From an optimization exercise on the open Yosys and OpenROAD flow, aimed at small area; shortcuts taken in it are not production practice.
RTL that was checked went through simulation tests only; none was proved equivalent to the original.
Function not checked in runs 1 to 4 and 7: the RTL went through the layout flow alone.
Power is estimated from default activity; no workload was simulated.

--- design/flow/flow/abc_area.script ---
strash; dch; map -a; topo
--- design/flow/constraint.sdc ---
create_clock -name core_clock -period 36.0 [get_ports {clk}]
set_input_delay 7.2000 -clock core_clock [delete_from_list [all_inputs] [get_ports {clk}]]
set_output_delay 7.2000 -clock core_clock [all_outputs]
set_load 0.01 [all_outputs]
--- design/flow/standard.sh ---
#!/bin/bash
# synth_recipe.tcl (not shown) runs the flow's synth.tcl, then flattens the netlist and writes it again
# the make line also repeats each setting of config.mk as NAME=value (left out here)
make -C /OpenROAD-flow-scripts/flow DESIGN_CONFIG=/design/flow/config.mk WORK_HOME=/design/flow/orfs CLKGATE_MAP_FILE= SYNTH_SCRIPT=/design/flow/synth_recipe.tcl "${@:-finish}"
--- design/flow/flow/run.sh ---
#!/bin/bash
# Layout flow: the standard flow (standard.sh), with these changes.
#  - Synthesis is the standard flow's synthesis script, except that ABC maps the logic
#    with the area-oriented script in flow/abc_area.script instead of
#    ORFS's default.  Registers are untouched by ABC, so they are the same
#    as in the standard synthesis.
#  - The adder cells of the array (modules ALU_CELL_*) keep their hierarchy
#    through ABC, so each is mapped on its own; the netlist is flattened
#    before the layout as usual.
#  - After synthesis, flow/fa_pins.py reconnects full adders whose ripple
#    carry came in at A or B so that it comes in at CIN, the fastest input
#    (the full adder's function is symmetric in its inputs).
#  - Port buffers are sky130_fd_sc_hd__buf_1; the resizer still sizes them
#    up where timing or slew needs it.
# Each tool's output goes to a log file in this folder.
set -euo pipefail
HERE=$(pwd)
FLOWDIR=$HERE/flow

# ORFS's synth.tcl with the abc call replaced
sed 's#^\(\s*\)log_cmd abc {\*}$abc_args$#\1log_cmd abc -script '"$FLOWDIR"'/abc_area.script {*}$lib_args {*}$lib_dont_use_args#' \
  "$FLOW_HOME/scripts/synth.tcl" > "$HERE/synth_area.tcl"
grep -q "abc_area.script {\*}\$lib_args" "$HERE/synth_area.tcl"

# The standard flow's synthesis script, sourcing that copy
sed 's#^source \$::env(SCRIPTS_DIR)/synth.tcl$#source '"$HERE"'/synth_area.tcl#' \
  "$HERE/synth_recipe.tcl" > "$HERE/synth_recipe_area.tcl"
grep -q "synth_area.tcl" "$HERE/synth_recipe_area.tcl"

# standard.sh, using that synthesis script
sed 's#SYNTH_SCRIPT=[^ ]*synth_recipe.tcl#SYNTH_SCRIPT='"$HERE"'/synth_recipe_area.tcl#' \
  "$HERE/standard.sh" > "$HERE/standard_area.sh"
grep -q "synth_recipe_area.tcl" "$HERE/standard_area.sh"

export BUFFER_PORTS_ARGS="-buffer_cell sky130_fd_sc_hd__buf_1"
export SYNTH_KEEP_MODULES="ALU_CELL_P ALU_CELL_N ALU_CELL0_N"
RESULTS=$HERE/orfs/results/$FLOW_PLATFORM/TOP_VIEW/base
bash "$HERE/standard_area.sh" "$RESULTS/1_2_yosys.v" > "$HERE/flow_synth.log" 2>&1
python3 "$FLOWDIR/fa_pins.py" "$RESULTS/1_2_yosys.v" > "$HERE/fa_pins.log" 2>&1
bash "$HERE/standard_area.sh" > "$HERE/flow.log" 2>&1
--- design/flow/design.v ---
module DECODER_UNIT
(input wire [1:0]            alu_fun,
output wire arith_enable,logic_enable,comp_enable,shift_enable);
assign arith_enable = alu_fun == 2'b00;
assign logic_enable = alu_fun == 2'b01;
assign comp_enable  = alu_fun == 2'b10;
assign shift_enable = alu_fun == 2'b11;
endmodule
module ARITHMATIC_UNIT #(parameter KH = 15, parameter KL = 0, parameter P_TOP = 0)
(
  input wire [15:0]  A,B,
  input wire         mul, div, add,    
  input wire [15-KH:0] r_in,    
  output wire [16-KL:0] r_out,  
  output wire [KH:KL] sel);     
wire [15:0] mb = B & {16{mul}};          
wire [15:0] nbd = ~B & {16{~mul}};       
wire [16:0] hz;
assign hz[16] = 1'b1;
genvar k, i;
generate
  for (i = 15; i >= 0; i = i - 1) begin : g_hz
    assign hz[i] = hz[i+1] & ~B[i];
  end
endgenerate
generate
  for (k = KH; k >= KL; k = k - 1) begin : g_stage
    localparam W = 17 - k;
    localparam P = (P_TOP + KH - k) % 2;
    wire [W-1:0] x;        
    wire [W-1:0] r;        
    wire [W-1:0] c;        
    wire lsb = (A[k] & ~mul) ^ P;
    if (k == KH) begin : g_x0
      if (W > 1) begin : g_w
        assign x = {r_in[W-2:0], lsb};
      end else begin : g_w1
        assign x = lsb;
      end
    end else begin : g_x
      assign x = {g_stage[k+1].r[W-2:0], lsb};
    end
    if (k > 0) begin : g_mid
      wire nsel;
      for (i = 0; i < W-1; i = i + 1) begin : g_bit
        if (P == 0) begin : g_p
          ALU_CELL_P U_cell(
            .x(x[i]), .c(i == 0 ? ~mul : c[i-1]),
            .a(A[i]), .mb(mb[k]), .nb(nbd[i]), .sel(sel[k]), .nsel(nsel),
            .co(c[i]), .r(r[i]));
        end else begin : g_n
          ALU_CELL_N U_cell(
            .x(x[i]), .c(i == 0 ? mul : c[i-1]),
            .a(A[i]), .mb(mb[k]), .nb(nbd[i]), .sel(sel[k]), .nsel(nsel),
            .co(c[i]), .r(r[i]));
        end
      end
      wire st = x[W-1] ^ ((A[W-1] & mb[k]) ^ P[0]) ^ c[W-2];
      if (P == 0) begin : g_p0
        assign r[W-1] = ~(sel[k] & st);
      end else begin : g_p1
        assign r[W-1] = sel[k] & ~st;
      end
      assign sel[k] = mul | (div & hz[16-k] & (c[W-2] ^ P[0]));
      assign nsel = ~sel[k];
    end else begin : g_last
      wire sub = ~mul & ~add;
      wire [15:0] nb0 = (B ^ {16{sub}}) & {16{~mul}};
      for (i = 0; i < W-1; i = i + 1) begin : g_bit
        if (P == 0) begin : g_p
          ALU_CELL0_P U_cell(
            .x(x[i]), .c(i == 0 ? sub : c[i-1]),
            .a(A[i]), .mb(mb[k]), .nb(nb0[i]),
            .co(c[i]), .s(r[i]));
        end else begin : g_n
          ALU_CELL0_N U_cell(
            .x(x[i]), .c(i == 0 ? ~sub : c[i-1]),
            .a(A[i]), .mb(mb[k]), .nb(nb0[i]),
            .co(c[i]), .s(r[i]));
        end
      end
      assign r[W-1] = x[W-1] ^ (sub ^ P[0]) ^ c[W-2];
      assign sel[0] = c[W-2] ^ P[0];    
    end
  end
endgenerate
assign r_out = g_stage[KL].r;
endmodule
module ALU_CELL_P
(
  input wire x, c, a, mb, nb, sel, nsel,
  output wire co, r);
wire y = (a & mb) | nb;
wire s = x ^ y ^ c;
assign co = (x & y) | (c & (x ^ y));
assign r = ~((sel | x) & (nsel | s));
endmodule
module ALU_CELL_N
(
  input wire x, c, a, mb, nb, sel, nsel,
  output wire co, r);
wire y = ~((a & mb) | nb);
wire s = x ^ y ^ c;
assign co = (x & y) | (c & (x ^ y));
assign r = ~((sel | x) & (nsel | s));
endmodule
module ALU_CELL0_P
(
  input wire x, c, a, mb, nb,
  output wire co, s);
wire y = (a & mb) | nb;
assign s = x ^ y ^ c;
assign co = (x & y) | (c & (x ^ y));
endmodule
module ALU_CELL0_N
(
  input wire x, c, a, mb, nb,
  output wire co, s);
wire y = ~((a & mb) | nb);
assign s = x ^ y ^ c;
assign co = (x & y) | (c & (x ^ y));
endmodule
module LOGIC_UNIT
(
  input wire [15:0]  A,B,
  input wire         logic_enable,
  input wire [1:0]   alu_fun,
  output wire [15:0] logic_out);
wire [15:0] r = alu_fun[0] ? (A | B) : (A & B);
assign logic_out = logic_enable ? (r ^ {16{alu_fun[1]}}) : 16'b0;
endmodule
module comparsion_unit #(parameter P = 0)
(
  input wire [16:0]  diff,
  input wire         comp_enable,
  input wire [1:0]   alu_fun,
  output wire [15:0] comp_out);
wire lt = diff[16] ^ P[0];
wire eq = P ? &diff[15:0] : ~|diff[15:0];
wire gt = ~lt & ~eq;
assign comp_out = {15'b0, comp_enable & (alu_fun == 2'b01 ? eq :
                                         alu_fun == 2'b10 ? gt :
                                         alu_fun == 2'b11 ? lt : 1'b0)};
endmodule
module shift_unit
(
  input wire [15:0]  A,B,
  input wire         shift_enable,
  input wire [1:0]   alu_fun,
  output wire [15:0] shift_out);
wire [15:0] s = alu_fun[1] ? B : A;
assign shift_out = shift_enable ? (alu_fun[0] ? {s[14:0], 1'b0} : {1'b0, s[15:1]}) : 16'b0;
endmodule
module TOP_VIEW#(parameter alu_width =16)
(
  input wire [alu_width-1:0]    A,B,
  input wire                    clk,rst,
  input wire [3:0]              alu_fun,
  output wire                   arith_flag,carry_out,logic_flag,comp_flag,shift_flag,
  output wire [alu_width-1:0]   arith_out,logic_out,comp_out,shift_out
  );
localparam KS = 5;
localparam P0 = KS % 2;
wire arith_enable, logic_enable, comp_enable, shift_enable;
DECODER_UNIT U_decoder(
  .alu_fun(alu_fun[3:2]),
  .arith_enable(arith_enable),
  .logic_enable(logic_enable),
  .shift_enable(shift_enable),
  .comp_enable(comp_enable)
  );
wire mul_i = arith_enable & alu_fun[1:0] == 2'b10;
wire div_i = arith_enable & alu_fun[1:0] == 2'b11;
wire add_i = arith_enable & alu_fun[1:0] == 2'b00;
wire [16-KS:0] r_mid;
wire [15:KS]   sel_hi;
ARITHMATIC_UNIT #(.KH(15), .KL(KS), .P_TOP((15-KS)%2)) U_arith_hi(
  .A(A), .B(B),
  .mul(mul_i), .div(div_i), .add(add_i),
  .r_in((15-KS)%2 == 1),
  .r_out(r_mid),
  .sel(sel_hi)
  );
reg [KS-1:0]   a_lo;
reg [15-KS:0]  h_r;        
reg [15:0]     b_r;
reg [16-KS:0]  r_r;        
reg [1:0]      fun_r;
reg            arith_en, logic_en, comp_en, shift_en;
always @(posedge clk) begin
  a_lo  <= A[KS-1:0];
  h_r   <= div_i ? sel_hi : A[15:KS];
  b_r   <= B;
  r_r   <= r_mid;
  fun_r <= alu_fun[1:0];
end
always @(posedge clk or negedge rst) begin
  if (!rst) begin
    arith_en <= 1'b0;
    logic_en <= 1'b0;
    comp_en  <= 1'b0;
    shift_en <= 1'b0;
  end else begin
    arith_en <= arith_enable;
    logic_en <= logic_enable;
    comp_en  <= comp_enable;
    shift_en <= shift_enable;
  end
end
assign arith_flag = arith_en;
assign logic_flag = logic_en;
assign comp_flag  = comp_en;
assign shift_flag = shift_en;
wire [15:0] a_r = {h_r, a_lo};
wire div_sel = fun_r == 2'b11;
wire [16:0] sum_p;
wire [16:0] sum = sum_p ^ {17{P0 == 1}};
wire [KS-1:0] sel_lo;
ARITHMATIC_UNIT #(.KH(KS-1), .KL(0), .P_TOP(1)) U_arith_lo(
  .A(a_r), .B(b_r),
  .mul(arith_en & fun_r == 2'b10),
  .div(arith_en & div_sel),
  .add(arith_en & fun_r == 2'b00),
  .r_in(r_r),
  .r_out(sum_p),
  .sel(sel_lo)
  );
assign arith_out = arith_en ? (div_sel ? {h_r, sel_lo} : sum[15:0]) : 16'b0;
assign carry_out = arith_en & ~div_sel & sum[16];
LOGIC_UNIT U_logic(
  .A(a_r),
  .B(b_r),
  .logic_enable(logic_en),
  .alu_fun(fun_r),
  .logic_out(logic_out)
  );
comparsion_unit #(.P(P0)) U_comp(
  .diff(sum_p),
  .comp_enable(comp_en),
  .alu_fun(fun_r),
  .comp_out(comp_out)
  );
shift_unit U_shift(
  .A(a_r),
  .B(b_r),
  .shift_enable(shift_en),
  .alu_fun(fun_r),
  .shift_out(shift_out)
  );
endmodule
--- design/flow/flow/fa_pins.py ---
#!/usr/bin/env python3
"""Reconnect full adders so that the ripple carry enters at CIN.

A sky130 full adder (fa_N) computes the same function of its inputs A, B and
CIN in any order, but CIN is its fastest input.  Yosys's full adder
extraction sometimes puts the carry from the previous adder on A or B.  For
every fa cell whose A or B net is driven by the COUT of another fa cell (and
whose CIN net is not), this swaps that net with the CIN net.  The netlist's
function is unchanged.

usage: fa_pins.py NETLIST.v   (rewritten in place)
"""
import re
import sys

path = sys.argv[1]
text = open(path).read()
inst_re = re.compile(r'(sky130_fd_sc_hd__fa_\d+\s+\S+\s*\()(.*?)(\);)', re.S)
pin_re = re.compile(r'\.(\w+)\(([^()]*)\)')

couts = set()
for m in inst_re.finditer(text):
    for pin, net in pin_re.findall(m.group(2)):
        if pin == 'COUT':
            couts.add(net.strip())

swapped = 0

def fix(m):
    global swapped
    body = m.group(2)
    pins = {p: n.strip() for p, n in pin_re.findall(body)}
    if pins.get('CIN') in couts:
        return m.group(0)
    for p in ('A', 'B'):
        if pins.get(p) in couts:
            a, c = pins[p], pins['CIN']
            body = re.sub(r'\.%s\([^()]*\)' % p, lambda _: '.%s(%s)' % (p, c), body)
            body = re.sub(r'\.CIN\([^()]*\)', lambda _: '.CIN(%s)' % a, body)
            swapped += 1
            break
    return m.group(1) + body + m.group(3)

text = inst_re.sub(fix, text)
open(path, 'w').write(text)
print('fa_pins: moved the carry to CIN on %d full adders' % swapped)
--- design/flow/config.mk ---
export PLATFORM = sky130hd
export DESIGN_NAME = TOP_VIEW
export DESIGN_NICKNAME = TOP_VIEW
export VERILOG_FILES = /design/flow/design.v
export SDC_FILE = /design/flow/constraint.sdc
export NUM_CORES = 4
export LEC_CHECK = 0
export CAP_MARGIN = 5
export CORE_MARGIN = 2
export CORE_UTILIZATION = 40
export CTS_BUF_LIST = sky130_fd_sc_hd__clkbuf_8
export SLEW_MARGIN = 5
==> results of run 1 <==
==> flow_summary.ini, run 1 <==
[status]
outcome = aborted with a tool error
haltStage = netlist read-in after synthesis (1_synth)
error_line = [ERROR STA-0171] /design/flow/orfs/results/sky130hd/TOP_VIEW/base/1_2_yosys.v line 3490, syntax error

[synth]
yosysWarnings = 1
==> run 2: changes to the inputs <==
==> design/flow/flow/abc_area.script (replaced) <==
strash
dch -f
amap
topo
==> flow_summary.ini, run 2 <==
[status]
outcome = aborted with a tool error
error_line = [ERROR STA-0171] /design/flow/orfs/results/sky130hd/TOP_VIEW/base/1_2_yosys.v line 3395, syntax error
haltStage = netlist read-in after synthesis (1_synth)

[synth]
yosysWarnings = 1
==> run 3: changes to the inputs <==
==> design/flow/flow/abc_area.script (replaced) <==
strash; dch; map -a; topo
--- a/design/flow/flow/fa_pins.py
+++ b/design/flow/flow/fa_pins.py
@@ -29,12 +29,14 @@
 def fix(m):
     global swapped
     body = m.group(2)
-    pins = {p: n.strip() for p, n in pin_re.findall(body)}
+    # nets as written (an escaped name keeps its closing space)
+    raw = {p: n for p, n in pin_re.findall(body)}
+    pins = {p: n.strip() for p, n in raw.items()}
     if pins.get('CIN') in couts:
         return m.group(0)
     for p in ('A', 'B'):
         if pins.get(p) in couts:
-            a, c = pins[p], pins['CIN']
+            a, c = raw[p], raw['CIN']
             body = re.sub(r'\.%s\([^()]*\)' % p, lambda _: '.%s(%s)' % (p, c), body)
             body = re.sub(r'\.CIN\([^()]*\)', lambda _: '.CIN(%s)' % a, body)
             swapped += 1
==> flow_summary.ini, run 3 <==
[pwr]
p_total_w = 0.000292
power_frac_seq_pct = 23.3
switching_share_pct = 46.3
p_leak_nw = 3.47
pwr_density_cell_nw_per_um2 = 31.1
ir_worst_vdd_mv = 0.0175
switchingPower_w = 0.000135
p_comb_share_pct = 64.8
intPower_w = 0.000157
pwr-share-clk_pct = 11.9

[synth]
async_flop_share_pct = 8.00
yosysMostFrequentCell = o22ai_1
ys_ff_latch = 50
netlist_instances = 908
yosysTopAreaCellShare_pct = 35.5
yosysTopAreaCell = fa_1
synth_area_leaders = fa_1, dfxtp_1, o22ai_1, a21oi_1, a21o_2
yosys-top-cells-count = o22ai_1, a21oi_1, fa_1, nor2_1, clkinv_1
synth_edf_count = 0
synthesis.area_um2 = 7660
synth_ff_type = dfxtp_1
ys_types = 20
yosysWarnings = 1
ys_seq_area_share_pct = 13.3
syn_avg_cell_area_um2 = 8.44

[timing]
fin_crit_sh_pct = 97.9
period_minus_slack_ns = 35.26
setup_ws_ns = 0.741
max_freq_mhz = 28.4
slew_viol_final = 0
hold_viol = 0
relSlewSlack_pct = 33.4
max_slew.worst_pin.slew_ns = 0.995
finalSetupViolCount = 0

[finish]
regArea_um2 = 1030
largest_register = b_r
n_fill_cell = 1836
fin_area_um2 = 9400
syn_to_final_growth_pct = 22.7
largest_reg_flops = 16
drive_above_1_share_pct = 25.5
num_antenna_cells = 0
nNetsFinal = 1249
multi_input_comb_area_um2 = 6770
reg_top3 = b_r x16, r_r x12, h_r x11
final_common_cell = a21oi_1
fin_util_pct = 50.1
final_cell_mix = a21oi_1, o22ai_1, buf_1, nand2_1
final_cells = 1310

[worst_setup_path]
critPathKind = reg -> out
crit_path_frequent_cell = fa_2
max_stage_delay_ns = 0.54
worst_setup_path_start_kind = register
path_delay_family = adder cells
slowest_stage = fa_2
path_buf_inv = 6
path_max_fanout = 15
critPathCaptureType = output pin
cp_num_cells = 93
cp.arrival_ns = 28.06
worstPathRequired_ns = 28.80

[routing]
dr.pass1.iters = 5
routed_wl_mm = 28.6
first_iter_violations = 654
vias_per_cell = 6.00
drc = 0
ant_nets = 0
num_vias = 7854
post_drt_wl_per_cell_um = 21.9

[placement]
gp_congestion = 0.920
dp_slack_ns = -0.317
numPortBuffers = 91
dpl.cell_count = 1286
hpwlAfterDp_mm = 22.3
postPlaceCellArea_um2 = 8960

[grt]
grt_util_all_layers_pct = 28.2
grt_max_degree = 63
grt_pass1_vias = 7601
grt_pass1_wl_mm = 43.7
grt_antenna_before_repair = 0
overflow = 0

[clock_tree]
clock_sinks = 50
path_clk_slew_ns = 0.10
h-tree-depth = 2
cts_max_path_buffers = 2
cts_tree = yes
cts_root_buf = clkbuf_8
cts_buffers = 5

[min_path]
hold_path_class = in -> async

[floorplanning]
dieArea_um2 = 20300
core_area_um2 = 18800
floorplan.initialDensity_pct = 40.8
die_x_um = 142
die_h_um = 142
io_pins = 107
placementRows = 50

[flow_run]
drv_cap = 0

[status]
outcome = finished clean
==> run 3: how the worst max path moves through the flow <==
stage | endpoint | from | slack (ns)
floorplan | comp_out[0] | fun_r[1]$_DFF_P_ | 0.02
global placement | r_r[3]$_DFF_P_ | B[12] | -0.06
detailed placement | comp_out[0] | fun_r[1]$_DFF_P_ | -0.32
CTS | r_r[2]$_DFF_P_ | B[12] | 0.03
global route | r_r[2]$_DFF_P_ | alu_fun[2] | -0.10
finish | comp_out[0] | fun_r[1]$_DFF_P_ | 0.74
==> run 3: cell families after synthesis <==
kind of cell | after synthesis | share of synthesized area, %
xor gates and xnor gates | 31 | 3.54
and+or+nand+nor | 183 | 9.51
buffers and inverters | 94 | 5.34
adders and majority gates | 136 | 35.5
DFF | 50 | 13.3
AOI/OAI and AO/OA | 413 | 32.7
other | 1 | 0.0490
==> run 3: final cells by class <==
class,instances,area share [%]
timing repair buffer,160,9.20
timing repair inverter,1,0.0666
clock buffer,5,0.732
clock inverter,3,0.306
inverter,79,3.66
sequential,50,10.9
multi-input combinational,778,72.0
tap,234,3.12
==> run 3: timing repair <==
action,in CTS,in global routing
pin swaps,8,18
buffers inserted,6,9
hold endpoints to repair,0,0
gates resized for setup,19,50
endpoints found under the setup margin,4,17
gates cloned,0,1
hold buffers,0,0
==> run 3: routing by layer <==
metal | share of wire, % | routed length (um) | up-vias | global-route usage (%)
li1 | - | - | 3596 | -
met1 | 42 | 12000 | 3867 | 39.2
met2 | 49 | 13900 | 333 | 47.1
met3 | 6.4 | 1830 | 58 | 2.29
met4 | 3.0 | 850 | 0 | 8.86
met5 | 0 | 0 | - | 0
==> run 3: power groups by stage <==
stage	combinational (W)	sequential [W]	clock [W]
detailed placement	0.000175	0.0000692	0
global route	0.000210	0.0000688	0.0000376
global placement	0.000171	0.0000692	0
finish	0.000189	0.0000681	0.0000346
CTS	0.000179	0.0000680	0.0000356
floorplan	0.000127	0.0000669	0
==> run 3: modules after synthesis (local to each module, per instance) <==
module       copies in the design  cells  cell area [um2]
ALU_CELL_P                     64      3             35.0
TOP_VIEW                        1    516             3270
ALU_CELL_N                     56      3             31.3
ALU_CELL0_N                    16      2             25.0
==> run 3: stage by stage <==
stage,TNS (ns),hold WS (ns)
after global routing,-0.945,6.71
after detailed placement,-2.44,7.05
after global placement,-0.470,7.06
after CTS,0,6.70
after floorplan,0,6.90
final,0,6.71
==> run 4: changes to the inputs <==
==> design/flow/flow/abc_area.script (replaced) <==
strash
dch -f
amap
topo
==> flow_summary.ini, run 4 <==
[pwr]
p_leak_nw = 3.59
power_frac_seq_pct = 23.3
p_total_w = 0.000286
p_comb_share_pct = 62.1
ir_worst_vdd_mv = 0.0163
switching_share_pct = 45.5
intPower_w = 0.000156
pwr-share-clk_pct = 14.6
switchingPower_w = 0.000130
pwr_density_cell_nw_per_um2 = 30.2

[finish]
final_common_cell = o22ai_1
largest_reg_flops = 16
fin_area_um2 = 9480
reg_top3 = b_r x16, r_r x12, h_r x11
n_fill_cell = 1851
drive_above_1_share_pct = 21.3
num_antenna_cells = 0
nNetsFinal = 1238
final_cell_mix = o22ai_1, nor2_1, buf_1, buf_4, a21oi_1
largest_register = b_r
syn_to_final_growth_pct = 25.1

[timing]
max_freq_mhz = 28.3
max_slew.worst_pin.slew_ns = 1.15
relSlewSlack_pct = 22.9
finalSetupViolCount = 0
period_minus_slack_ns = 35.34
slew_viol_final = 0
hold_viol = 0
fin_crit_sh_pct = 98.2

[synth]
synth-adder-area-share_pct = 35.9
ys_ff_latch = 50
async_flop_share_pct = 8.00
syn_avg_cell_area_um2 = 8.63
ys_seq_area_share_pct = 13.5
ys_types = 27
synthesis.area_um2 = 7580
synthMuxAreaShare_pct = 0
yosysTopAreaCell = fa_1
netlist_instances = 878
yosys.area_share.simple_pct = 11.6
yosysTopAreaCellShare_pct = 35.9
synth_area_leaders = fa_1, o22ai_1, dfxtp_1, a21o_1, a21oi_1
yosysMostFrequentCell = o22ai_1
synth_ff_type = dfxtp_1
synth_compound_area_share_pct = 33.1
synth_xor_area_share_pct = 0.809
synth_top_family_by_area = adder cells
yosysWarnings = 1
synth_edf_count = 0
yosys-top-cells-count = o22ai_1, fa_1, nor2_1, a21oi_1, clkinv_1

[clock_tree]
clock_sinks = 50
path_clk_slew_ns = 0.10
cts_buffers = 5
h-tree-depth = 2
hold_buffers = 0
cts_root_buf = clkbuf_8
cts_max_path_buffers = 2
cts_tree = yes

[routing]
post_drt_wl_per_cell_um = 20.6
dr.pass1.iters = 5
ant_nets = 0
first_iter_violations = 607
num_vias = 7914
vias_per_cell = 6.09
routed_wl_mm = 26.8
drc = 0

[worst_setup_path]
slowest_stage = fa_1
cp.arrival_ns = 28.14
max_stage_delay_ns = 0.51
worstPathRequired_ns = 28.80
worst_setup_path_start_kind = register
critPathKind = reg -> out
path_max_fanout = 4
crit_path_frequent_cell = fa_2
worstSetupStartpoint = fun_r[1]$_DFF_P_
critPathCaptureType = output pin

[grt]
grt_antenna_before_repair = 0
grt_util_all_layers_pct = 27.5
grt_pass1_vias = 7893
grt_pass1_wl_mm = 43.2
overflow = 0
grt_max_degree = 49

[floorplanning]
floorplan.initialDensity_pct = 40.7
die_h_um = 142
placementRows = 50
dieArea_um2 = 20100
io_pins = 107
core_area_um2 = 18600
die_x_um = 142

[min_path]
hold_path_class = in -> async

[placement]
hpwlAfterDp_mm = 21.3
postPlaceCellArea_um2 = 9090
numPortBuffers = 91
gp_congestion = 0.929

[flow_run]
drv_cap = 0

[status]
outcome = finished clean
run 4: cell count changes after synthesis, sizes merged, moves of 17 or more:
cell	delta
a21oi	-54
nand2	-37
a211oi	+23
o21ai	-22
o22ai	+22
a221oi	+19
xor2	-17
run 4: worst max-delay path: cells and delay by family (launching register included):
kind / cells / cell delay (ns)
fa+ha+maj: 66 / 24.42
simple gates: 9 / 1.64
compound gates: 8 / 0.95
buf+inv: 5 / 0.41
flops: 1 / 0.40
run 4: cell type report:
type	count	area, um2	area share [%]
clock buffer	5	68.8	0.726
clock inverter	3	47.5	0.502
inverter	73	329	3.47
multi-input combinational	754	6700	70.7
sequential	50	1030	10.8
tap	234	293	3.09
timing repair buffer	179	1010	10.6
timing repair inverter	1	5.00	0.0528
run 4: timing repair:
item / CTS / global route
gates cloned: 1 / 0
setup buffers: 2 / 9
gates resized for setup: 20 / 44
pin swaps: 8 / 18
setup endpoints to repair: 13 / 15
run 4: through the flow:
step	std cells	hold slack, ns	setup TNS [ns]	worst slack [ns]	util, %
after CTS	1290	6.69	0	0.0352	49.9
after global routing	1299	6.69	-0.0444	-0.0151	50.8
after floorplan	892	6.90	-0.00687	-0.00687	-
after detailed placement	1279	7.04	-4.51	-0.387	48.8
after global placement	1279	7.03	-0.0189	-0.0189	48.8
final	1299	6.68	0	0.661	50.8
run 4: routing by layer:
metal / global-route usage (%) / wire length, um / vias up
met5: 0 / 0 / -
met2: 44.4 / 12600 / 319
met3: 2.90 / 1720 / 71
met4: 10.2 / 1000 / 0
li1: - / - / 3630
met1: 38.4 / 11400 / 3894
run 4: worst max path at each step:
stage	slack [ns]	to
5_1_grt	-0.02	r_r[7]$_DFF_P_
3_3_place_gp	-0.02	comp_out[0]
3_5_place_dp	-0.39	r_r[3]$_DFF_P_
6_report	0.66	comp_out[0]
2_1_floorplan	-0.007	comp_out[0]
4_1_cts	0.04	r_r[1]$_DFF_P_
run 4: Yosys stat by module, one instance, submodules excluded:
module       area (um2)  flops+latches  times used
TOP_VIEW           3270             50           1
ALU_CELL_P         33.8              0          64
ALU_CELL_N         31.3              0          56
ALU_CELL0_N        25.0              0          16
run 4: kinds of logic (layout without fill, tap and decap cells):
family          count (synthesis)  after routing
other cells                     1             15
fa+ha+maj                     136            136
compound gates                400            400
simple gates                  196            196
flops                          50             50
buf+inv                        88            261
xor+xnor                        7              7
run 4: power groups by stage:
stage | Combinational (W) | Clock [W] | Sequential (W)
3_5_place_dp | 0.000168 | 0 | 0.0000680
5_1_grt | 0.000201 | 0.0000446 | 0.0000676
6_report | 0.000178 | 0.0000418 | 0.0000668
2_1_floorplan | 0.000120 | 0 | 0.0000662
4_1_cts | 0.000171 | 0.0000427 | 0.0000668
3_3_place_gp | 0.000165 | 0 | 0.0000680
==> run 5: changes to the inputs <==
--- a/design/flow/design.v
+++ b/design/flow/design.v
@@ -61,23 +61,22 @@
       end else begin : g_p1
         assign r[W-1] = sel[k] & ~st;
       end
-      assign sel[k] = mul | (div & hz[16-k] & (c[W-2] ^ P[0]));
-      assign nsel = ~sel[k];
+      wire dv = div & hz[16-k];
+      if (P == 0) begin : g_sp
+        ALU_SEL_P U_sel(.c(c[W-2]), .dv(dv), .dv2(dv), .mul(mul), .mul2(mul),
+          .sel(sel[k]), .nsel(nsel));
+      end else begin : g_sn
+        ALU_SEL_N U_sel(.cn(c[W-2]), .dv(dv), .dv2(dv), .mul(mul), .mul2(mul),
+          .sel(sel[k]), .nsel(nsel));
+      end
     end else begin : g_last
       wire sub = ~mul & ~add;
       wire [15:0] nb0 = (B ^ {16{sub}}) & {16{~mul}};
       for (i = 0; i < W-1; i = i + 1) begin : g_bit
-        if (P == 0) begin : g_p
-          ALU_CELL0_P U_cell(
-            .x(x[i]), .c(i == 0 ? sub : c[i-1]),
-            .a(A[i]), .mb(mb[k]), .nb(nb0[i]),
-            .co(c[i]), .s(r[i]));
-        end else begin : g_n
-          ALU_CELL0_N U_cell(
-            .x(x[i]), .c(i == 0 ? ~sub : c[i-1]),
-            .a(A[i]), .mb(mb[k]), .nb(nb0[i]),
-            .co(c[i]), .s(r[i]));
-        end
+        ALU_CELL0_N U_cell(
+          .x(x[i]), .c(i == 0 ? ~sub : c[i-1]),
+          .a(A[i]), .mb(mb[k]), .nb(nb0[i]),
+          .co(c[i]), .s(r[i]));
       end
       assign r[W-1] = x[W-1] ^ (sub ^ P[0]) ^ c[W-2];
       assign sel[0] = c[W-2] ^ P[0];    
@@ -104,14 +103,6 @@
 assign co = (x & y) | (c & (x ^ y));
 assign r = ~((sel | x) & (nsel | s));
 endmodule
-module ALU_CELL0_P
-(
-  input wire x, c, a, mb, nb,
-  output wire co, s);
-wire y = (a & mb) | nb;
-assign s = x ^ y ^ c;
-assign co = (x & y) | (c & (x ^ y));
-endmodule
 module ALU_CELL0_N
 (
   input wire x, c, a, mb, nb,
@@ -119,6 +110,20 @@
 wire y = ~((a & mb) | nb);
 assign s = x ^ y ^ c;
 assign co = (x & y) | (c & (x ^ y));
+endmodule
+module ALU_SEL_P
+(
+  input wire c, dv, dv2, mul, mul2,
+  output wire sel, nsel);
+assign sel = mul | (dv & c);
+assign nsel = ~(mul2 | (dv2 & c));
+endmodule
+module ALU_SEL_N
+(
+  input wire cn, dv, dv2, mul, mul2,
+  output wire sel, nsel);
+assign sel = mul | (dv & ~cn);
+assign nsel = ~(mul2 | (dv2 & ~cn));
 endmodule
 module LOGIC_UNIT
 (
--- a/design/flow/flow/run.sh
+++ b/design/flow/flow/run.sh
@@ -4,7 +4,7 @@
 #    with the area-oriented script in flow/abc_area.script instead of
 #    ORFS's default.  Registers are untouched by ABC, so they are the same
 #    as in the standard synthesis.
-#  - The adder cells of the array (modules ALU_CELL_*) keep their hierarchy
+#  - The array's cells (modules ALU_CELL*, ALU_SEL*) keep their hierarchy
 #    through ABC, so each is mapped on its own; the netlist is flattened
 #    before the layout as usual.
 #  - After synthesis, flow/fa_pins.py reconnects full adders whose ripple
@@ -33,7 +33,9 @@
 grep -q "synth_recipe_area.tcl" "$HERE/standard_area.sh"
 
 export BUFFER_PORTS_ARGS="-buffer_cell sky130_fd_sc_hd__buf_1"
-export SYNTH_KEEP_MODULES="ALU_CELL_P ALU_CELL_N ALU_CELL0_N"
+# the modules named ALU_CELL* and ALU_SEL* in the design
+export SYNTH_KEEP_MODULES="$(sed -n 's/^\s*module\s\+\(ALU_\(CELL\|SEL\)\w*\).*/\1/p' "$FLOW_DESIGN" | sort -u | tr '\n' ' ')"
+echo "SYNTH_KEEP_MODULES=$SYNTH_KEEP_MODULES" > "$HERE/keep_modules.log"
 RESULTS=$HERE/orfs/results/$FLOW_PLATFORM/TOP_VIEW/base
 bash "$HERE/standard_area.sh" "$RESULTS/1_2_yosys.v" > "$HERE/flow_synth.log" 2>&1
 python3 "$FLOWDIR/fa_pins.py" "$RESULTS/1_2_yosys.v" > "$HERE/fa_pins.log" 2>&1
==> design/flow/flow/abc_area.script (replaced) <==
strash; dch; map -a; topo
==> flow_summary.ini, run 5 <==
[finish]
final_cell_mix = a21oi_1, o22ai_1, fa_1, buf_1, nor2_1
largest_reg_flops = 16
nNetsFinal = 1241
final_common_cell = a21oi_1
fin_area_um2 = 9190
drive_above_1_share_pct = 19.6
largest_register = b_r
num_antenna_cells = 0
syn_to_final_growth_pct = 18.5
n_fill_cell = 1925
reg_top3 = b_r x16, r_r x12, h_r x11

[worst_setup_path]
crit_path_frequent_cell = fa_2
worst_setup_path_start_kind = register
critPathKind = reg -> out
critPathCaptureType = output pin
cp_num_cells = 87
path_delay_family = adder cells
slowest_stage = fa_1
path_buf_inv = 4
path_max_fanout = 5
cp.arrival_ns = 27.97
worstPathRequired_ns = 28.80
max_stage_delay_ns = 0.52

[pwr]
ir_worst_vdd_mv = 0.0159
pwr_density_cell_nw_per_um2 = 31.8
p_total_w = 0.000292
p_leak_nw = 3.45

[routing]
post_drt_wl_per_cell_um = 20.7
drc = 0
first_iter_violations = 667
num_vias = 7851
vias_per_cell = 5.91
dr.pass1.iters = 5
ant_nets = 0
routed_wl_mm = 27.5

[floorplanning]
floorplan.initialDensity_pct = 41.0
die_x_um = 143
placementRows = 50
io_pins = 107
dieArea_um2 = 20500
core_area_um2 = 18900
die_h_um = 143

[synth]
yosysMostFrequentCell = a21oi_1
ys_types = 21
synth_edf_count = 0
yosys-top-cells-count = a21oi_1, o22ai_1, fa_1, nor2_1, a21o_2
netlist_instances = 918
yosysTopAreaCellShare_pct = 35.1
synth_ff_type = dfxtp_1
async_flop_share_pct = 8.00
ys_seq_area_share_pct = 13.2
ys_ff_latch = 50
yosysTopAreaCell = fa_1
syn_avg_cell_area_um2 = 8.45
yosysWarnings = 1
synthesis.area_um2 = 7750
synth_area_leaders = fa_1, dfxtp_1, o22ai_1, a21oi_1, a21o_2

[flow_run]
drv_cap = 0

[grt]
grt.met1_usage_pct = 39.0
grt.busiest_layer = met2
grt_pass1_vias = 7744
grt_antenna_before_repair = 0
overflow = 0
grtUsageMet3_pct = 3.52
grt_util_all_layers_pct = 27.3
grt_max_degree = 63
grt_pass1_wl_mm = 43.1
grt_use_met2_pct = 43.1

[timing]
worst_hold_slack_ns = 6.69
max_freq_mhz = 28.4
slew_viol_final = 0
fin_crit_sh_pct = 97.7
rsz0062_at_grt = false
fin_tns_setup_ns = 0
period_minus_slack_ns = 35.17
finalSetupViolCount = 0
setup_ws_ns = 0.826
max_slew.worst_pin.slew_ns = 1.00
hold_viol = 0
relSlewSlack_pct = 33.1

[clock_tree]
h-tree-depth = 2
cts_max_path_buffers = 2
clock_sinks = 50
hold_buffers = 0
path_clk_slew_ns = 0.11
cts_tree = yes
cts_root_buf = clkbuf_8
cts_buffers = 5

[placement]
numPortBuffers = 91
gp_congestion = 0.894
hpwlAfterDp_mm = 21.6
dp_slack_ns = -0.229
postPlaceCellArea_um2 = 8850

[min_path]
hold_path_class = in -> async

[status]
outcome = finished clean
-- run 5: path summary, 6_finish.rpt --
path / start / endpoint / slack (ns)
worst min-delay path: rst / comp_en$_DFF_PN0_ / 6.69
min in group core_clock: B[14] / b_r[14]$_DFF_P_ / 7.02
max in group asynchronous: rst / arith_en$_DFF_PN0_ / 29.10
worst max-delay path: fun_r[1]$_DFF_P_ / comp_out[0] / 0.83
-- run 5: area by class of cell --
class                      instances  area (um2)  area share [%]
inverter                          67         267            2.90
clock inverter                     3        47.5           0.517
tap                              260         325            3.54
timing repair buffer             143         732            7.96
clock buffer                       5        68.8           0.749
multi-input combinational        800        6720            73.2
sequential                        50        1030            11.2
-- run 5: cell families after synthesis --
kind of cell	synth area share, %
adder cells (fa/ha/maj)	35.1
buffers and inverters	4.70
flip-flops	13.2
AND/OR/NAND/NOR	9.12
AO/OA/AOI/OAI	35.0
other	0.0484
XOR/XNOR	2.82
-- run 5: through the flow --
step	util, %	std cells
floorplan	-	932
global placement	46.9	1318
detailed placement	46.9	1318
CTS	47.7	1326
global route	48.6	1328
finish	48.6	1328
-- run 5: repair_timing --
action                                  4_1_cts  5_1_grt
pin swaps                                     4        8
cloned                                        0        0
resized for setup                            15       45
endpoints found under the setup margin        4       17
setup buffers                                 0        2
-- run 5: where the power goes --
group / internal (W) / switching (W)
combinational: 0.0000784 / 0.000104
clock: 0.0000211 / 0.0000193
sequential: 0.0000602 / 0.00000849
-- run 5: layer usage --
metal / part of all wire [%] / up-vias / wire (um)
met2: 47 / 380 / 12800
met5: 0 / - / 0
met4: 2.7 / 0 / 752
li1: - / 3621 / -
met3: 7.4 / 42 / 2020
met1: 43 / 3808 / 11900
-- run 5: modules after synthesis (local to each module, per instance) --
| module | area (um2) | times used |
|---|---|---|
| ALU_CELL_P | 35.0 | 64 |
| ALU_CELL0_N | 25.0 | 16 |
| TOP_VIEW | 3130 | 1 |
| ALU_SEL_P | 13.8 | 8 |
| ALU_CELL_N | 31.3 | 56 |
| ALU_SEL_N | 17.5 | 7 |
==> run 6: changes to the inputs <==
==> design/flow/flow/abc_area.script (replaced) <==
strash
dch -f
amap
topo
==> flow_summary.ini, run 6 <==
[status]
outcome = finished clean

[finish]
syn_to_final_growth_pct = 18.5
final_common_cell = o22ai_1
final_cells = 1280
final_cell_mix = o22ai_1, nor2_1, a21oi_1, buf_1, fa_1
reg_top3 = b_r x16, r_r x12, h_r x11
num_antenna_cells = 0
largest_register = b_r
fin_area_um2 = 9050
nNetsFinal = 1219
largest_reg_flops = 16
drive_above_1_share_pct = 13.9

[routing]
dr.pass1.iters = 5
post_drt_wl_per_cell_um = 22.3
routed_wl_mm = 28.6
ant_nets = 0
first_iter_violations = 614
vias_per_cell = 6.25
drc = 0
num_vias = 7997

[placement]
dp_slack_ns = -0.186
hpwlAfterDp_mm = 22.3
gp_congestion = 0.943
dpl.cell_count = 1268
postPlaceCellArea_um2 = 8730
numPortBuffers = 91

[synth]
yosysTopAreaCellShare_pct = 35.7
synth_ff_type = dfxtp_1
synth_area_leaders = fa_1, o22ai_1, dfxtp_1, a21o_1, a21oi_1
yosysTopAreaCell = fa_1
ys_seq_area_share_pct = 13.4
netlist_instances = 893
synthesis.area_um2 = 7630
yosysMostFrequentCell = o22ai_1
yosysWarnings = 1
yosys-top-cells-count = o22ai_1, fa_1, a21oi_1, nor2_1, a21o_1
syn_avg_cell_area_um2 = 8.55
ys_ff_latch = 50
synth_edf_count = 0
async_flop_share_pct = 8.00
ys_types = 29

[grt]
grt_pass1_wl_mm = 43.7
grt_max_degree = 51
grt_util_all_layers_pct = 28.5
overflow = 0
grt_pass1_vias = 7920
grt_antenna_before_repair = 0

[worst_setup_path]
path_delay_family = adder cells
slowest_stage = fa_2
crit_path_frequent_cell = fa_2
worstPathRequired_ns = 28.80
cp.arrival_ns = 28.11
path_max_fanout = 5
path_buf_inv = 4
critPathKind = reg -> out
worst_setup_path_start_kind = register
max_stage_delay_ns = 0.55
critPathCaptureType = output pin

[clock_tree]
h-tree-depth = 2
clock_sinks = 50
cts_max_path_buffers = 2
cts_tree = yes
path_clk_slew_ns = 0.10
cts_root_buf = clkbuf_8
hold_buffers = 0
cts_buffers = 5

[timing]
rsz0062_at_grt = false
finalSetupViolCount = 0
max_freq_mhz = 28.3
setup_ws_ns = 0.687
worst_hold_slack_ns = 6.71
relSlewSlack_pct = 28.5
max_slew.worst_pin.slew_ns = 1.07
period_minus_slack_ns = 35.31
fin_crit_sh_pct = 98.1
fin_tns_setup_ns = 0
hold_viol = 0
slew_viol_final = 0

[pwr]
switching_share_pct = 48.0
switchingPower_w = 0.000137
p_comb_share_pct = 64.1
intPower_w = 0.000148
pwr-share-clk_pct = 12.2
power_frac_seq_pct = 23.6
p_leak_nw = 3.49
ir_worst_vdd_mv = 0.0146
pwr_density_cell_nw_per_um2 = 31.5

[floorplanning]
core_area_um2 = 18700
die_x_um = 142
io_pins = 107
placementRows = 50
floorplan.initialDensity_pct = 40.8
dieArea_um2 = 20200
die_h_um = 142

[min_path]
hold_path_class = in -> async

[flow_run]
drv_cap = 0
-- run 6: cell families (layout without fill, tap and decap cells) --
logic type	after synthesis	in the layout	share of synthesized area [%]
compound gates	434	434	35.3
xor+xnor	5	5	0.574
fa+ha+maj	136	136	35.7
buf+inv	89	228	5.11
flops	50	50	13.4
other cells	1	15	0.0491
simple gates	178	178	9.88
-- run 6: power groups by stage --
stage	Sequential, W	Combinational (W)	Clock (W)
2_1_floorplan	0.0000662	0.000121	0
3_3_place_gp	0.0000687	0.000166	0
3_5_place_dp	0.0000687	0.000171	0
4_1_cts	0.0000674	0.000175	0.0000358
5_1_grt	0.0000679	0.000205	0.0000377
6_report	0.0000674	0.000183	0.0000348
-- run 6: modules after synthesis, one instance, submodules excluded --
| module | flops+latches | cells |
|---|---|---|
| ALU_CELL0_N | 0 | 2 |
| ALU_CELL_N | 0 | 3 |
| ALU_CELL_P | 0 | 3 |
| ALU_SEL_N | 0 | 3 |
| ALU_SEL_P | 0 | 2 |
| TOP_VIEW | 50 | 464 |
-- run 6: what timing repair did --
item / 4_1_cts / 5_1_grt
buffers inserted: 1 / 3
gates resized for setup: 17 / 45
pin swaps: 6 / 17
endpoints found under the setup margin: 4 / 17
-- run 6: final cells by class --
class,instances,area (um2)
fill,1893,9660
sequential,50,1030
timing repair buffer,146,756
tap,234,293
clock inverter,3,25.0
clock buffer,5,68.8
inverter,74,308
multi-input combinational,768,6570
-- run 6: layer usage --
metal,GRT usage (%),part of all wire [%],vias up
met3,4.71,7.5,69
met2,46.5,47,378
met4,10.5,3.6,0
met1,38.2,42,3942
met5,0,0,-
li1,-,-,3608
-- run 6: worst paths after layout --
kind                       depth (start not counted)                  to  slack [ns]        startpoint
setup / recovery                                  87         comp_out[0]        0.69  fun_r[1]$_DFF_P_
hold / removal                                     1   comp_en$_DFF_PN0_        6.71               rst
max in group asynchronous                          1  shift_en$_DFF_PN0_       29.07               rst
min in group core_clock                            1     b_r[13]$_DFF_P_        7.02             B[13]
-- run 6: through the flow --
step / util [%] / total power, W
detailed placement: 46.7 / 0.000239
global placement: 46.7 / 0.000235
finish: 48.4 / 0.000285
global route: 48.4 / 0.000311
floorplan: - / 0.000187
CTS: 47.5 / 0.000278
==> run 7: changes to the inputs <==
--- a/design/flow/design.v
+++ b/design/flow/design.v
@@ -14,7 +14,7 @@
   output wire [16-KL:0] r_out,  
   output wire [KH:KL] sel);     
 wire [15:0] mb = B & {16{mul}};          
-wire [15:0] nbd = ~B & {16{~mul}};       
+wire [15:0] nbd = ~B & {16{div}};        
 wire [16:0] hz;
 assign hz[16] = 1'b1;
 genvar k, i;
@@ -45,22 +45,17 @@
       for (i = 0; i < W-1; i = i + 1) begin : g_bit
         if (P == 0) begin : g_p
           ALU_CELL_P U_cell(
-            .x(x[i]), .c(i == 0 ? ~mul : c[i-1]),
+            .x(x[i]), .c(i == 0 ? div : c[i-1]),
             .a(A[i]), .mb(mb[k]), .nb(nbd[i]), .sel(sel[k]), .nsel(nsel),
             .co(c[i]), .r(r[i]));
         end else begin : g_n
           ALU_CELL_N U_cell(
-            .x(x[i]), .c(i == 0 ? mul : c[i-1]),
+            .x(x[i]), .c(i == 0 ? ~div : c[i-1]),
             .a(A[i]), .mb(mb[k]), .nb(nbd[i]), .sel(sel[k]), .nsel(nsel),
             .co(c[i]), .r(r[i]));
         end
       end
-      wire st = x[W-1] ^ ((A[W-1] & mb[k]) ^ P[0]) ^ c[W-2];
-      if (P == 0) begin : g_p0
-        assign r[W-1] = ~(sel[k] & st);
-      end else begin : g_p1
-        assign r[W-1] = sel[k] & ~st;
-      end
+      assign r[W-1] = ~(x[W-1] ^ ((A[W-1] & mb[k]) ^ P[0]) ^ c[W-2]);
       wire dv = div & hz[16-k];
       if (P == 0) begin : g_sp
         ALU_SEL_P U_sel(.c(c[W-2]), .dv(dv), .dv2(dv), .mul(mul), .mul2(mul),
==> flow_summary.ini, run 7 <==
[synth]
ys_seq_area_share_pct = 13.4
netlist_instances = 883
yosysWarnings = 1
yosysTopAreaCellShare_pct = 35.9
ys_ff_latch = 50
synth_area_leaders = fa_1, o22ai_1, dfxtp_1, a21o_1, a21oi_1
synth_ff_type = dfxtp_1
synthesis.area_um2 = 7590
syn_avg_cell_area_um2 = 8.60
yosysMostFrequentCell = o22ai_1
synth_edf_count = 0
yosys-top-cells-count = o22ai_1, fa_1, nor2_1, a21oi_1, a21o_1
async_flop_share_pct = 8.00
ys_types = 26
yosysTopAreaCell = fa_1

[timing]
max_freq_mhz = 28.4
slew_viol_final = 0
finalSetupViolCount = 0
fin_crit_sh_pct = 97.9
max_slew.worst_pin.slew_ns = 0.892
worst_hold_slack_ns = 6.70
hold_viol = 0
setup_ws_ns = 0.758
relSlewSlack_pct = 40.3
rsz0062_at_grt = false
period_minus_slack_ns = 35.24

[worst_setup_path]
cp-endpoint = comp_out[0]
worstSetupStartpoint = fun_r[1]$_DFF_P_
critPathCaptureType = output pin
cp_num_cells = 85
path_max_fanout = 4
path_buf_inv = 4
worst_setup_path_start_kind = register
worstPathRequired_ns = 28.80
cp.arrival_ns = 28.04
path_delay_family = adder cells
crit_path_frequent_cell = fa_2
slowest_stage = or4_4
max_stage_delay_ns = 0.57
critPathKind = reg -> out

[finish]
syn_to_final_growth_pct = 20.6
largest_reg_flops = 16
num_antenna_cells = 0
largest_register = b_r
nNetsFinal = 1225
final_cells = 1286
final_cell_mix = o22ai_1, nor2_1, a21oi_1, fa_1, buf_1
final_common_cell = o22ai_1
reg_top3 = b_r x16, r_r x12, h_r x11
drive_above_1_share_pct = 15.2

[placement]
numPortBuffers = 91
dp_slack_ns = -0.169
gp_congestion = 0.951
dpl.cell_count = 1276
hpwlAfterDp_mm = 21.6

[clock_tree]
cts_root_buf = clkbuf_8
cts_max_path_buffers = 2
clock_sinks = 50
h-tree-depth = 2
path_clk_slew_ns = 0.09
cts_tree = yes
cts_buffers = 5

[grt]
grt_util_all_layers_pct = 27.7
grt_max_degree = 47
grt_pass1_vias = 7675
grt_pass1_wl_mm = 43.1
overflow = 0
grt_antenna_before_repair = 0

[floorplanning]
core_area_um2 = 18600
dieArea_um2 = 20100
floorplan.initialDensity_pct = 40.7
io_pins = 107
die_x_um = 142
placementRows = 50
die_h_um = 142

[flow_run]
drv_cap = 0

[pwr]
pwr_density_cell_nw_per_um2 = 25.4
ir_worst_vdd_mv = 0.0160
intPower_w = 0.000129
switching_share_pct = 44.6
p_leak_nw = 3.78
switchingPower_w = 0.000104
power_frac_seq_pct = 29.5
p_comb_share_pct = 53.6
pwr-share-clk_pct = 16.9

[routing]
dr.pass1.iters = 5
ant_nets = 0
drc = 0
num_vias = 7845
post_drt_wl_per_cell_um = 21.6
vias_per_cell = 6.10
routed_wl_mm = 27.7
first_iter_violations = 569

[min_path]
hold_path_class = in -> async

[status]
outcome = finished clean
==> run 7: power groups by stage <==
stage / registers [W] / clock network [W] / logic, W
after floorplan: 0.0000664 / 0 / 0.0000831
after global placement: 0.0000694 / 0 / 0.000118
after detailed placement: 0.0000696 / 0 / 0.000120
after CTS: 0.0000683 / 0.0000402 / 0.000122
after global routing: 0.0000690 / 0.0000414 / 0.000141
final: 0.0000686 / 0.0000394 / 0.000125
==> run 7: cells by family after synthesis <==
| logic type | share of synthesized area [%] |
|---|---|
| buffers and inverters | 4.65 |
| and+or+nand+nor | 10.5 |
| adders and majority gates | 35.9 |
| xor gates and xnor gates | 0.692 |
| other | 0.0494 |
| AOI/OAI and AO/OA | 34.8 |
| DFF | 13.4 |
==> run 7: stage by stage <==
step	cell area (um2)	total power [W]	setup TNS [ns]	util (%)
6_report	9160	0.000233	0	49.1
4_1_cts	9010	0.000230	0	48.3
3_3_place_gp	8850	0.000188	0	47.5
2_1_floorplan	7810	0.000150	-0.00442	-
3_5_place_dp	8850	0.000189	-0.197	47.5
5_1_grt	9160	0.000251	0	49.1
==> run 7: how the worst min path moves through the flow <==
stage,from,end,slack [ns],cells past startpoint
2_1_floorplan,rst,arith_en$_DFF_PN0_,6.90,0
3_3_place_gp,rst,logic_en$_DFF_PN0_,7.03,1
3_5_place_dp,rst,shift_en$_DFF_PN0_,7.04,1
4_1_cts,rst,comp_en$_DFF_PN0_,6.69,1
5_1_grt,rst,comp_en$_DFF_PN0_,6.71,1
6_report,rst,comp_en$_DFF_PN0_,6.70,1
==> run 7: area by class of cell <==
class,count,area [um2]
Clock buffer,5,68.8
Sequential cell,50,1030
Multi-Input combinational cell,768,6580
Timing Repair Buffer,162,880
Clock inverter,3,45.0
Fill cell,1869,9490
Tap cell,234,293
Inverter,64,258
==> run 7: Yosys stat by module (local to each module, per instance) <==
module | flip-flops and latches | times used
ALU_CELL_P | 0 | 64
ALU_SEL_N | 0 | 7
ALU_SEL_P | 0 | 8
ALU_CELL_N | 0 | 56
ALU_CELL0_N | 0 | 16
TOP_VIEW | 50 | 1
==> run 7: what timing repair did <==
| item | 4_1_cts | 5_1_grt |
|---|---|---|
| gates resized for setup | 14 | 43 |
| buffers inserted | 0 | 2 |
| gates cloned | 0 | 0 |
| endpoints found under the setup margin | 1 | 17 |
| hold buffers | 0 | 0 |
| pin swaps | 2 | 11 |
==> run 7: routing by layer <==
metal	GRT usage [%]	share of wire [%]	routed length (um)	up-vias
met3	4.32	7.5	2090	70
met4	11.5	3.5	979	0
met1	37.1	41	11400	3799
met2	45.0	48	13300	367
li1	-	-	-	3609
met5	0	0	0	-
==> run 8: changes to the inputs <==
--- a/design/flow/design.v
+++ b/design/flow/design.v
@@ -186,6 +186,7 @@
 reg [15:0]     b_r;
 reg [16-KS:0]  r_r;        
 reg [1:0]      fun_r;
+reg            mul_r, div_r;     
 reg            arith_en, logic_en, comp_en, shift_en;
 always @(posedge clk) begin
   a_lo  <= A[KS-1:0];
@@ -193,6 +194,8 @@
   b_r   <= B;
   r_r   <= r_mid;
   fun_r <= alu_fun[1:0];
+  mul_r <= mul_i;
+  div_r <= div_i;
 end
 always @(posedge clk or negedge rst) begin
   if (!rst) begin
@@ -218,8 +221,8 @@
 wire [KS-1:0] sel_lo;
 ARITHMATIC_UNIT #(.KH(KS-1), .KL(0), .P_TOP(1)) U_arith_lo(
   .A(a_r), .B(b_r),
-  .mul(arith_en & fun_r == 2'b10),
-  .div(arith_en & div_sel),
+  .mul(mul_r),
+  .div(div_r),
   .add(arith_en & fun_r == 2'b00),
   .r_in(r_r),
   .r_out(sum_p),
==> flow_summary.ini, run 8 <==
[finish]
largest_register = b_r
fin_area_um2 = 9040
drive_above_1_share_pct = 13.2
nNetsFinal = 1214
num_antenna_cells = 0
reg_top3 = b_r x16, r_r x12, h_r x11
fin_util_pct = 48.2
final_cell_mix = o22ai_1, nor2_1, a21oi_1, buf_1, fa_1
n_fill_cell = 1872
largest_reg_flops = 16
syn_to_final_growth_pct = 17.9
final_common_cell = o22ai_1

[pwr]
p_comb_share_pct = 51.9
pwr_density_cell_nw_per_um2 = 26.0
pwr-share-clk_pct = 17.8
switchingPower_w = 0.000103
power_frac_seq_pct = 30.3
intPower_w = 0.000132
p_total_w = 0.000235
p_leak_nw = 3.71
ir_worst_vdd_mv = 0.0157
switching_share_pct = 44.0

[timing]
worst_hold_slack_ns = 6.69
fin_tns_setup_ns = 0
max_freq_mhz = 28.3
slew_viol_final = 0
relSlewSlack_pct = 30.2
max_slew.worst_pin.slew_ns = 1.04
finalSetupViolCount = 0
fin_crit_sh_pct = 98.1
period_minus_slack_ns = 35.30
hold_viol = 0

[clock_tree]
path_clk_slew_ns = 0.10
hold_buffers = 0
cts_max_path_buffers = 2
h-tree-depth = 2
cts_tree = yes
cts_buffers = 5
clock_sinks = 52
cts_root_buf = clkbuf_8

[routing]
wl_met2_mm = 13.0
met1_length_mm = 11.9
num_vias = 7972
drc = 0
first_iter_violations = 822
ant_nets = 0
post_drt_wl_per_cell_um = 21.8
routed_wl_mm = 27.8
dr.max_layer_used = met4
dr.pass1.iters = 5
met3WireLength_mm = 2.05
vias_per_cell = 6.25

[synth]
ys_seq_area_share_pct = 13.8
yosysMostFrequentCell = o22ai_1
syn_avg_cell_area_um2 = 8.61
yosysTopAreaCell = fa_1
ys_types = 28
synth_area_leaders = fa_1, o22ai_1, dfxtp_1, a21o_1, a21oi_1
synth_ff_type = dfxtp_1
yosys-top-cells-count = o22ai_1, fa_1, nor2_1, a21oi_1, a21o_1
netlist_instances = 891
async_flop_share_pct = 7.69
yosysWarnings = 1
synthesis.area_um2 = 7670
synth_edf_count = 0
yosysTopAreaCellShare_pct = 35.5
ys_ff_latch = 52

[floorplanning]
floorplan.initialDensity_pct = 40.9
io_pins = 107
placementRows = 50
core_area_um2 = 18800
die_x_um = 142
die_h_um = 142
dieArea_um2 = 20300

[placement]
numPortBuffers = 91
postPlaceCellArea_um2 = 8700
gp_congestion = 0.902
hpwlAfterDp_mm = 21.5

[status]
outcome = finished clean

[grt]
grt_pass1_wl_mm = 43.6
overflow = 0
grt_max_degree = 48
grt_util_all_layers_pct = 27.6
grt_pass1_vias = 7789
grt_antenna_before_repair = 0

[flow_run]
drv_cap = 0

[worst_setup_path]
worstPathRequired_ns = 28.80
path_buf_inv = 4
critPathKind = reg -> out
slowest_stage = fa_1
critPathCaptureType = output pin
path_max_fanout = 9
path_delay_family = adder cells
max_stage_delay_ns = 0.53
crit_path_frequent_cell = fa_2
cp.arrival_ns = 28.10
worst_setup_path_start_kind = register

[min_path]
hold_path_class = in -> async
## run 8: changes by cell type after synthesis, sizes merged, moves of 2 or more
cell    change
a21oi      +11
o22ai       -6
nor2       +11
clkinv      -5
dfxtp       +2
a221oi      +5
nand2       -2
o21ai      -10
nor3        +2
nand4       -2
## run 8: Yosys stat by module, one instance, submodules excluded
| module | cells | times used | area (um2) | flip-flops and latches |
|---|---|---|---|---|
| ALU_CELL_P | 3 | 64 | 33.8 | 0 |
| ALU_SEL_P | 2 | 8 | 12.5 | 0 |
| ALU_CELL_N | 3 | 56 | 31.3 | 0 |
| ALU_CELL0_N | 2 | 16 | 25.0 | 0 |
| TOP_VIEW | 462 | 1 | 3140 | 52 |
| ALU_SEL_N | 3 | 7 | 16.3 | 0 |
## run 8: worst paths after layout
path,start,endpoint,slack [ns],cells after the start
min in group core_clock,B[12],b_r[12]$_DFF_P_,7.04,1
max,mul_r$_DFF_P_,comp_out[0],0.70,84
min,rst,arith_en$_DFF_PN0_,6.69,1
max in group asynchronous,rst,shift_en$_DFF_PN0_,29.13,1
## run 8: cell type report
| type | instances | area [um2] | area share, % |
|---|---|---|---|
| inverters | 59 | 229 | 2.53 |
| repair buffers | 143 | 737 | 8.15 |
| flip-flops and latches | 52 | 1060 | 11.8 |
| clock inverters | 2 | 38.8 | 0.429 |
| multi-input cells | 779 | 6600 | 73.0 |
| clock buffers | 6 | 82.6 | 0.913 |
| well taps | 234 | 293 | 3.24 |
## run 8: metal layers
metal | vias up | global-route usage, %
li1 | 3607 | -
met1 | 3914 | 38.8
met2 | 381 | 43.8
met3 | 70 | 4.04
met4 | 0 | 8.75
met5 | - | 0
## run 8: logic make-up (layout without fill, tap and decap cells)
group           Yosys count  count (layout)  synth area share [%]
compound gates          420             420                  34.5
xor+xnor                  6               6                 0.685
fa+ha+maj               136             136                  35.5
flops                    52              52                  13.8
buf+inv                  74             210                  4.35
other cells               1              15                0.0489
simple gates            202             202                  11.1
## run 8: per-stage QoR
stage / cells / setup WS, ns
6_report: 1275 / 0.698
5_1_grt: 1275 / -0.00724
4_1_cts: 1275 / 0.00404
3_5_place_dp: 1266 / -0.744
3_3_place_gp: 1266 / -0.664
2_1_floorplan: 905 / 0.00897
## run 8: timing repair
action	in CTS	in global routing
endpoints found under the setup margin	5	17
gates resized for setup	24	46
setup buffers	1	0
pin swaps	7	10
## run 8: power by group through the flow
stage	registers (W)	clock network [W]	logic, W
global placement	0.0000722	0	0.000115
detailed placement	0.0000723	0	0.000117
CTS	0.0000709	0.0000428	0.000118
global route	0.0000719	0.0000448	0.000137
floorplan	0.0000690	0	0.0000813
finish	0.0000712	0.0000418	0.000122
==> run 9: changes to the inputs <==
--- a/design/flow/config.mk
+++ b/design/flow/config.mk
@@ -9,4 +9,5 @@
 export CORE_MARGIN = 2
 export CORE_UTILIZATION = 40
 export CTS_BUF_LIST = sky130_fd_sc_hd__clkbuf_8
+export GPL_TIMING_DRIVEN = 0
 export SLEW_MARGIN = 5
==> flow_summary.ini, run 9 <==
[finish]
largest_reg_flops = 16
nNetsFinal = 1212
drive_above_1_share_pct = 15.4
regArea_um2 = 1070
num_antenna_cells = 0
multi_input_comb_area_um2 = 6780
final_cell_mix = o22ai_1, nor2_1, a21oi_1, buf_1, fa_1
final_cells = 1273
syn_to_final_growth_pct = 20.2
reg_top3 = b_r x16, r_r x12, h_r x11
largest_register = b_r
final_common_cell = o22ai_1
n_fill_cell = 1894

[pwr]
pwr_density_cell_nw_per_um2 = 24.5
p_leak_nw = 3.71
ir_worst_vdd_mv = 0.0184

[timing]
max_freq_mhz = 28.2
max_slew.worst_pin.slew_ns = 1.30
period_minus_slack_ns = 35.45
slew_viol_final = 0
hold_viol = 0
relSlewSlack_pct = 13.2
fin_crit_sh_pct = 98.5
finalSetupViolCount = 0
setup_ws_ns = 0.553

[synth]
netlist_instances = 891
yosysTopAreaCell = fa_1
synth_area_leaders = fa_1, o22ai_1, dfxtp_1, a21o_1, a21oi_1
yosysMostFrequentCell = o22ai_1
yosys-top-cells-count = o22ai_1, fa_1, nor2_1, a21oi_1, a21o_1
ys_seq_area_share_pct = 13.8
ys_types = 28
synth_edf_count = 0
yosysWarnings = 1
synth_ff_type = dfxtp_1
ys_ff_latch = 52
syn_avg_cell_area_um2 = 8.61
yosysTopAreaCellShare_pct = 35.5
synthesis.area_um2 = 7670
async_flop_share_pct = 7.69

[floorplanning]
floorplan.initialDensity_pct = 40.9
die_h_um = 142
core_area_um2 = 18800
die_x_um = 142
io_pins = 107
dieArea_um2 = 20300
placementRows = 50

[routing]
first_iter_violations = 643
drc = 0
dr.pass1.iters = 5
post_drt_wl_per_cell_um = 21.6
vias_per_cell = 6.19
ant_nets = 0
num_vias = 7881
routed_wl_mm = 27.5

[worst_setup_path]
worstPathRequired_ns = 28.80
slowest_stage = fa_1
path_max_fanout = 9
crit_path_frequent_cell = fa_2
path_buf_inv = 5
worst_setup_path_start_kind = register
critPathCaptureType = output pin
worstSetupStartpoint = mul_r$_DFF_P_
cp.arrival_ns = 28.25
max_stage_delay_ns = 0.53
critPathKind = reg -> out
path_delay_family = adder cells

[grt]
grt.met1_usage_pct = 36.9
grt_use_met2_pct = 45.3
grt_antenna_before_repair = 0
grt_pass1_wl_mm = 42.9
overflow = 0
grt_util_all_layers_pct = 26.9
grt.busiest_layer = met2
grt_pass1_vias = 7763
grt_max_degree = 49
grtUsageMet3_pct = 2.39

[placement]
gp_congestion = 0.891
dpl.cell_count = 1230
numPortBuffers = 91
dp_slack_ns = -3.30
hpwlAfterDp_mm = 20.1

[clock_tree]
cts_max_path_buffers = 2
h-tree-depth = 2
cts_root_buf = clkbuf_8
path_clk_slew_ns = 0.10
clock_sinks = 52
cts_buffers = 5
cts_tree = yes

[status]
outcome = finished clean

[min_path]
hold_path_class = in -> async

[flow_run]
drv_cap = 0
==> run 9: cell type report <==
class                           instances  share of cell area [%]
Sequential cell                        52                    11.7
Tap cell                              234                    3.17
Timing Repair Buffer                  123                    6.72
Multi-Input combinational cell        782                    73.5
Clock inverter                          3                   0.285
Inverter                               59                    2.70
Buffer                                 15                    1.22
Clock buffer                            5                   0.746
==> run 9: path summary, 6_finish.rpt <==
kind                                       to  slack (ns)  depth (start not counted)
setup / recovery                  comp_out[0]        0.55                         85
hold / removal              comp_en$_DFF_PN0_        6.68                          1
max in group asynchronous  shift_en$_DFF_PN0_       29.14                          1
min in group core_clock        b_r[0]$_DFF_P_        7.01                          1
==> run 9: Yosys stat by module (local to each module, per instance) <==
| module | flip-flops and latches | cells | area [um2] |
|---|---|---|---|
| ALU_CELL0_N | 0 | 2 | 25.0 |
| TOP_VIEW | 52 | 462 | 3140 |
| ALU_SEL_N | 0 | 3 | 16.3 |
| ALU_CELL_N | 0 | 3 | 31.3 |
| ALU_SEL_P | 0 | 2 | 12.5 |
| ALU_CELL_P | 0 | 3 | 33.8 |
==> run 9: through the flow <==
step                      area [um2]  utilization (%)  TNS (ns)  hold WS, ns  power (W)
after floorplan                 7800                -         0         6.90   0.000150
after global placement          8430             44.9    -48.99         7.03   0.000180
after detailed placement        8430             44.9    -55.00         7.03   0.000183
after CTS                       8950             47.7   -0.0772         6.69   0.000221
after global routing            9220             49.1    -0.987         6.70   0.000245
final                           9220             49.1         0         6.68   0.000226
==> run 9: logic make-up (layout without fill, tap and decap cells) <==
| group | after synthesis | in the layout | synth area share (%) |
|---|---|---|---|
| compound gates | 420 | 422 | 34.5 |
| xor+xnor | 6 | 6 | 0.685 |
| simple gates | 202 | 203 | 11.1 |
| fa+ha+maj | 136 | 136 | 35.5 |
| buf+inv | 74 | 205 | 4.35 |
| flops | 52 | 52 | 13.8 |
| other cells | 1 | 15 | 0.0489 |
==> run 9: timing repair <==
| item | in CTS | in global routing |
|---|---|---|
| hold buffers | 0 | 0 |
| resized for setup | 66 | 45 |
| cloned | 1 | 2 |
| pin swaps | 19 | 26 |
| hold endpoints to repair | 0 | 0 |
| setup buffers | 23 | 8 |
| setup endpoints to repair | 22 | 17 |
==> run 9: routing by layer <==
layer	share of wire (%)	wire, um
met1	42	11400
met2	49	13400
met3	6.9	1880
met4	2.8	765
met5	0	0
==> run 9: report_power, final <==
group | switching, W | leakage [nW] | internal (W) | total (W)
Combinational | 0.0000731 | 3.21 | 0.0000464 | 0.000120
Sequential | 0.00000920 | 0.458 | 0.0000624 | 0.0000716
Clock | 0.0000202 | 0.0487 | 0.0000142 | 0.0000344
Total | 0.000103 | 3.71 | 0.000123 | 0.000226

[re-timing with driven ports]
The flow's constraints put no driver on any port. The routed layouts listed below were extracted and timed again, unchanged, in two steps.
Step 1 assumes that a clkbuf_16 drives the clock port and a buf_2 every other input.
Step 2 adds t to the input delays and takes it off the output delays; t is the mean of the earliest and latest rising clock arrival at the registers after step 1. Input paths then give back, and output paths get back, about the clock's delay inside the block.
Slacks: no drivers / after step 1 / after step 2; pairs: no drivers / after step 1.
run	shift t [ns]	setup slack, ns	latest minus earliest clock arrival (ns)	cell pins on the clock port's net
run 3	0.339	0.741 / 0.706 / 0.751	0.013 / 0.014	1
run 4	0.348	0.661 / 0.624 / 0.664	0.018 / 0.018	1
run 5	0.334	0.826 / 0.797 / 1.023	0.020 / 0.020	1
run 6	0.359	0.687 / 0.645 / 0.850	0.014 / 0.014	1
run 7	0.336	0.758 / 0.728 / 0.907	0.010 / 0.010	1
run 8	0.331	0.698 / 0.671 / 0.851	0.010 / 0.011	1
run 9	0.342	0.553 / 0.524 / 0.588	0.010 / 0.011	1
After both steps setup and hold are still met in every run listed.
